What follows belongs to an exercise in optimizing a design on an open flow for small area, a short achievable clock period and few clock cycles; a production flow would make more cautious choices.
Only simulation tests tie the RTL to the original design; equivalence was not proved.
Power figures rest on the tool's default switching activity, not on a simulated workload.

## chipmunk
module chipmunk
	#(parameter addrSize = 12)
	(input clk,
	 input reset,
	 input [addrSize-1:0] startPC,
	 input [7:0] dataBus,
	 output [7:0] dataBusWrite,
	 output [addrSize-1:0] addrBus,
	 output weMem,
	 output done);
clock: 5.0 ns
lec_check: 0
abc_area: 1
cap_margin: 20
core_margin: 2
core_utilization: 55
setup_slack_margin: 2.4
slew_margin: 20
tns_end_percent: 5
run.sh (not shown) runs the stock make flow with config.mk's settings and CLKGATE_MAP_FILE= SYNTH_SCRIPT=/design/flow/synth_recipe.tcl, a recipe that flattens the netlist after the stock synthesis.
Testbench counts at the start, summed over its fixed seeds: cycles 328,514.
==> next run, changes <==
- SETUP_SLACK_MARGIN: 2.4 -> 2.5
=>
- die area is unchanged
- clock power went up by a few percent
- worst setup slack is better by 0.049 ns
- power rises by a few percent
- via count drops slightly
- core utilization climbs by 1.4 points

Another version of the RTL of chipmunk (not shown whole).
Size: roughly 1,100 cells after synthesis, ~130 flip-flops, about 44 I/O pins, roughly 0.0097 mm^2 of cells after synthesis.
Settings: LEC_CHECK=0, CAP_MARGIN=20, CORE_MARGIN=2, CORE_UTILIZATION=55, SETUP_SLACK_MARGIN=2.4, SLEW_MARGIN=20; clock period 5.0 ns.
The starting point finished with timing, DRC and antenna clean.
Testbench counts at the start, summed over its fixed seeds: cycles 330,214.
Next try:
Settings changed: SETUP_SLACK_MARGIN 2.4 to 2.8.
=> The changed run completed without violations. Design area is higher by 1.9%. Global-route usage barely changes. Sequential cell count stays the same. Sequential power stays flat. Power is higher by about 1.5%. Clock-buffer cell count is unchanged. Utilization is higher by 1.4 points. Sequential share of layout area is lower by 0.57 points. Worst hold slack gains 0.0061 ns. Area after synthesis stays the same. Via count is lower by 2.1%.

Another version of the RTL of chipmunk (not shown whole).
Size: about 8500 sq um of cells after synthesis.
Settings: LEC_CHECK=0, ABC_AREA=1, CAP_MARGIN=20, CORE_MARGIN=2, CORE_UTILIZATION=55, SETUP_SLACK_MARGIN=2.5, SLEW_MARGIN=20; clock period 5.0 ns.
Testbench counts at the start, summed over its fixed seeds: cycles 328,514.
Then changed:
--- a/flow/config.mk
+++ b/flow/config.mk
@@ -6,5 +6,4 @@
 export NUM_CORES = 4
 export LEC_CHECK = 0
-export ABC_AREA = 1
 export CAP_MARGIN = 20
 export CORE_MARGIN = 2
=>
- sequential share of layout area decreases by 1.6 points
- combinational power increases by about 8%
- final area rose by 6.2%
- wire length climbs by 11%
- non-clock buffer count is higher by 47
- clock-buffer cell count falls by 2
- global-route usage rises by 3.4 points
- area after synthesis came out higher by 0.65%
Then changed:
--- a/flow/config.mk
+++ b/flow/config.mk
@@ -6,4 +6,5 @@
 export NUM_CORES = 4
 export LEC_CHECK = 0
+export ABC_AREA = 1
 export CAP_MARGIN = 20
 export CORE_MARGIN = 2
@@ -11,2 +12,3 @@
 export SETUP_SLACK_MARGIN = 2.5
 export SLEW_MARGIN = 20
+export TNS_END_PERCENT = 10
The new run passed the timing, design-rule and antenna checks.
Wire length goes down by about a fifth.
First-iteration DRC count drops by roughly a tenth.
Cell count goes up by roughly a tenth.
Setup slack improves by 0.039 ns.
Clock skew goes down by 0.0054 ns.

Setup of north:
chipmunk, a different RTL version from the one above (not shown whole).
Size in the first run: about 1200 cells after synthesis, ~120 flip-flops.
clock: 5.0 ns
lec_check: 0
abc_area: 1
cap_margin: 20
core_margin: 2
core_utilization: 55
setup_slack_margin: 2.8
slew_margin: 20
tns_end_percent: 5
Testbench counts of north, summed over its fixed seeds: cycles 328,514.
Inputs modified between north and south:
- SETUP_SLACK_MARGIN: 2.8 -> 2.6
Notes after the runs:
Having completed the whole flow, south delivered a layout that passed the timing, design-rule and antenna checks. Compared with north, south improves total leakage power. Relative max-transition margin delta for south relative to north: 2.3 points higher. south: routed wire length is 3.5% lower than what north reported. Overall power consumption in south vs north: down 5.2%. [south vs north] part of the total power dissipated in the clock network: higher in south. Diff north -> south: global router's overall resource usage dropped 0.55 points, finished layout cell area dropped about 4%, cell area after placement barely changed, flip-flop and latch count barely changed.
Modified inputs, east compared to south
- SETUP_SLACK_MARGIN now 2.5, was 2.6
### Flow results
- east against south: fraction of the cycle the final worst path needs shrank by 0.23 points, global-route wire length before repair fell by about 1.5%.
- Met3 track utilization from global routing, south and east: larger value in south
- [compare] base=south new=east: number of endpoints failing setup at the final stage comparable; final area now smaller.
- The estimated power of east ends up lower than the estimate for south.
- Total via count in the routed design, south and east, higher one = east.
- Comparing south and east, the higher count of clock buffers in the final design was measured on south.
Input changes introduced in west (baseline for comparison: east):
- SETUP_SLACK_MARGIN: 2.5 -> 2.4
Findings:
west ended up with a higher relative contribution of sequential cells to total power than east did.
In the reports for west and east, the smaller finished layout cell area belongs to west.
Looking at buffer share of cell area, west sits 1.5 points below east.

re-timing with driven ports:
The results above use ideal ports. As a check the final layouts listed here were re-extracted and re-timed, cells and wires unchanged.
Step 1 sets driving cells, clkbuf_16 on the clock port and buf_2 on the other inputs (assumed; they add their load-dependent delay and slew).
Step 2 times the ports against the registers' clock, not the clock port: input delays grow and output delays shrink by t, the midpoint of the rising clock arrivals with the driver on.
Three values: no drivers, after step 1, after step 2; two values: the first two.
run | t, ns | setup slack, ns | worst register clock-pin slew, ns | worst data-port slew with drivers (ns)
the first run of note 1 | 0.467 | 2.273 / 2.230 / 2.075 | 0.06 / 0.06 | 0.03
the second run of note 1 | 0.467 | 2.322 / 2.278 / 1.965 | 0.06 / 0.06 | 0.04
the first run of note 2 | 0.475 | 2.217 / 2.204 / 1.835 | 0.07 / 0.07 | 0.06
the second run of note 2 | 0.481 | 2.261 / 2.213 / 1.924 | 0.07 / 0.07 | 0.04
the first run of note 3 | 0.472 | 2.275 / 2.232 / 2.089 | 0.06 / 0.06 | 0.03
the second run of note 3 | 0.469 | 2.205 / 2.159 / 1.891 | 0.06 / 0.06 | 0.05
the third run of note 3 | 0.465 | 2.244 / 2.197 / 2.010 | 0.06 / 0.06 | 0.04
north | 0.475 | 2.400 / 2.353 / 2.156 | 0.06 / 0.06 | 0.06
south | 0.470 | 2.415 / 2.367 / 2.079 | 0.06 / 0.06 | 0.04
east | 0.469 | 2.427 / 2.381 / 2.051 | 0.06 / 0.06 | 0.04
west | 0.473 | 2.198 / 2.153 / 1.848 | 0.06 / 0.06 | 0.05
After both steps every run listed still meets setup and hold. For the first run of note 2, which loses most, drivers alone change the setup slack by -0.013 ns; drivers and shift together by -0.382 ns.
